This is an optimization exercise on Yosys and OpenROAD, whose aim is small area, a short achievable clock period and few clock cycles per item, not a production implementation.

==> try-quartz: inputs <==
==> flow/design.v (excerpt) <==
module mul_op #(parameter INPUTS = 2,
		parameter OUTPUTS = 1,
		parameter DATA_IN_SIZE = 32,
		parameter DATA_OUT_SIZE = 32)
		(
		input clk,
		input rst,
		input [INPUTS * (DATA_IN_SIZE)- 1 : 0]data_in_bus,
		input [INPUTS - 1 : 0]valid_in_bus,
		output [INPUTS - 1 : 0] ready_in_bus,
		output [OUTPUTS * (DATA_OUT_SIZE) - 1 : 0]data_out_bus,
		output [OUTPUTS - 1 : 0]valid_out_bus,
		input 	[OUTPUTS - 1 : 0] ready_out_bus
);
clock: 8.0 ns
lec_check: 0
cap_margin: 20
core_margin: 2
core_utilization: 40
setup_slack_margin: 4.8
slew_margin: 20
synth_hierarchical: 1
standard.sh (not shown) runs the stock make flow with config.mk's settings and CLKGATE_MAP_FILE= SYNTH_SCRIPT=/design/flow/synth_recipe.tcl, a recipe that flattens the netlist after the stock synthesis.
==> flow/flow/run.sh <==
#!/bin/bash
# The standard layout, with resizing free to change a cell's footprint (so the
# port buffers and other cells can be swapped for faster ones) and port
# buffers that are plain buffers rather than delay cells.
set -euo pipefail
bash standard.sh MATCH_CELL_FOOTPRINT=0 BUFFER_PORTS_ARGS="-buffer_cell sky130_fd_sc_hd__buf_2" finish > standard.log 2>&1
==> try-harbor: changes against try-quartz <==
--- a/flow/design.v
+++ b/flow/design.v
@@ -10,45 +10,23 @@
 		output [INPUTS - 1 : 0] ready_in_bus,
 		output [OUTPUTS * (DATA_OUT_SIZE) - 1 : 0]data_out_bus,
 		output [OUTPUTS - 1 : 0]valid_out_bus,
 		input 	[OUTPUTS - 1 : 0] ready_out_bus
 );
-  reg fa, fb;
-  reg [31:0] a_s, b_s;
-  reg sv;             
-  wire ce = ~sv;      
-  wire fire = fa & fb & ce;
-  assign ready_in_bus[0] = ~fa | fire;
-  assign ready_in_bus[1] = ~fb | fire;
-  always @(posedge clk, posedge rst)
-    if (rst) begin fa <= 1'b0; fb <= 1'b0; end
-    else begin
-      if (ready_in_bus[0]) fa <= valid_in_bus[0];
-      if (ready_in_bus[1]) fb <= valid_in_bus[1];
-    end
-  always @(posedge clk) begin
-    if (ready_in_bus[0]) a_s <= data_in_bus[31:0];
-    if (ready_in_bus[1]) b_s <= data_in_bus[63:32];
-  end
   reg [1:0] v;
+  wire ce = ~v[1] | ready_out_bus[0];
+  assign ready_in_bus[0] = valid_in_bus[1] & ce;
+  assign ready_in_bus[1] = valid_in_bus[0] & ce;
+  wire join_valid = valid_in_bus[0] & valid_in_bus[1];
   always @(posedge clk, posedge rst)
     if (rst) v <= 0;
-    else if (ce) v <= {v[0:0], fire};
-  reg [31:0] s_reg, p_reg;
-  always @(posedge clk, posedge rst)
-    if (rst) sv <= 1'b0;
-    else sv <= sv ? ~ready_out_bus[0] : (v[1] & ~ready_out_bus[0]);
-  always @(posedge clk) if (ce) s_reg <= p_reg;
-  assign valid_out_bus[0] = sv | v[1];
-  reg [3:0] svo;
-  genvar gi;
-  generate for (gi = 0; gi < 4; gi = gi + 1) begin : svc
-    always @(posedge clk, posedge rst)
-      if (rst) svo[gi] <= 1'b0;
-      else svo[gi] <= svo[gi] ? ~ready_out_bus[0] : (v[1] & ~ready_out_bus[0]);
-    assign data_out_bus[gi*8 +: 8] = svo[gi] ? s_reg[gi*8 +: 8] : p_reg[gi*8 +: 8];
-  end endgenerate
+    else if (ce) v <= {v[0:0], join_valid};
+  assign valid_out_bus[0] = v[1];
+  reg [31:0] p_reg;
+  assign data_out_bus[31:0] = p_reg;
+  wire [31:0] a_s = data_in_bus[31:0];
+  wire [31:0] b_s = data_in_bus[63:32];
   wire [31:0] pp0;
   wire [2:0] sel0;
   wire [29:0] pp1;
   wire [2:0] sel1;
   wire [27:0] pp2;
--- a/flow/config.mk
+++ b/flow/config.mk
@@ -6,8 +6,8 @@
 export NUM_CORES = 4
 export LEC_CHECK = 0
 export CAP_MARGIN = 20
 export CORE_MARGIN = 2
 export CORE_UTILIZATION = 40
-export SETUP_SLACK_MARGIN = 4.8
+export SETUP_SLACK_MARGIN = 4.2
 export SLEW_MARGIN = 20
 export SYNTH_HIERARCHICAL = 1
==> summary.txt <==
quantity	try-quartz	try-harbor
Worst setup EP type	output port	flip-flop
Final routed wirelength across all metal layers	59,320 um	53,550 um
Pin slew with the least headroom to its limit	937.9 ps	835.5 ps
Number of distinct library cells after synthesis	42	39
Standard cell area after detailed placement	22,690 um^2	19,010 um^2
Final GP Congestion	0.8336	0.8652
Fraction of the mapped netlist area in simple logic gates	3.290%	4.006%
Register bit count reported by yosys	242	139
Reg-to-reg endpoint	rc4[7]$_DFFE_PN_	p_reg[30]$_DFFE_PN_
Top achievable clock speed	0.3157 GHz	0.2580 GHz
Syn avg cell area	11.75 um^2	10.75 um^2
Startpoint of the most critical register-to-register path	b_s[3]$_DFFE_PP_	rc4[10]$_DFFE_PN_
Register clock-pin slew on the reported worst setup and hold paths	60 ps	70 ps
Layout clock buffers	31	17
Maximum fanout encountered on the critical timing path	5	6
Maximum level of the CTS H-tree	1	4
Worst Hold Slack	416.3 ps	427.5 ps
Status	complete, no violations	complete, no violations
Parity-gate share of the synthesized area counting xor and xnor cells	27.14%	32.27%
No run of this note included a check of the RTL's function; only the layout flow was run.

## afterwards: timing with drivers on the ports
Ports are ideal in the flow. The routed layouts listed here were re-timed in OpenROAD. Step 1: set_driving_cell puts a clkbuf_16 on clk and a buf_2 on each other input, an assumption about the parent block. Step 2, shift: input delay + t, output delay - t, t = (earliest + latest rising clock arrival at the registers) / 2. This alone moves slack from input paths to output paths. Three values: ideal ports, drivers, drivers and shift; two values: the first two.
run	t (ns)	slack for setup (ns)	latest minus earliest clock arrival (ns)	slew at the worst register clock pin (ns)	worst slew at a driven data input, ns
try-quartz	0.615	4.832 / 4.779 / 4.844	0.015 / 0.014	0.07 / 0.07	0.06
try-harbor	0.537	4.123 / 4.088 / 3.551	0.012 / 0.012	0.07 / 0.07	0.18
After both steps every run listed still meets setup and hold. The setup slack of try-harbor, which loses most, moves by -0.035 ns with the drivers and by -0.572 ns with both steps.
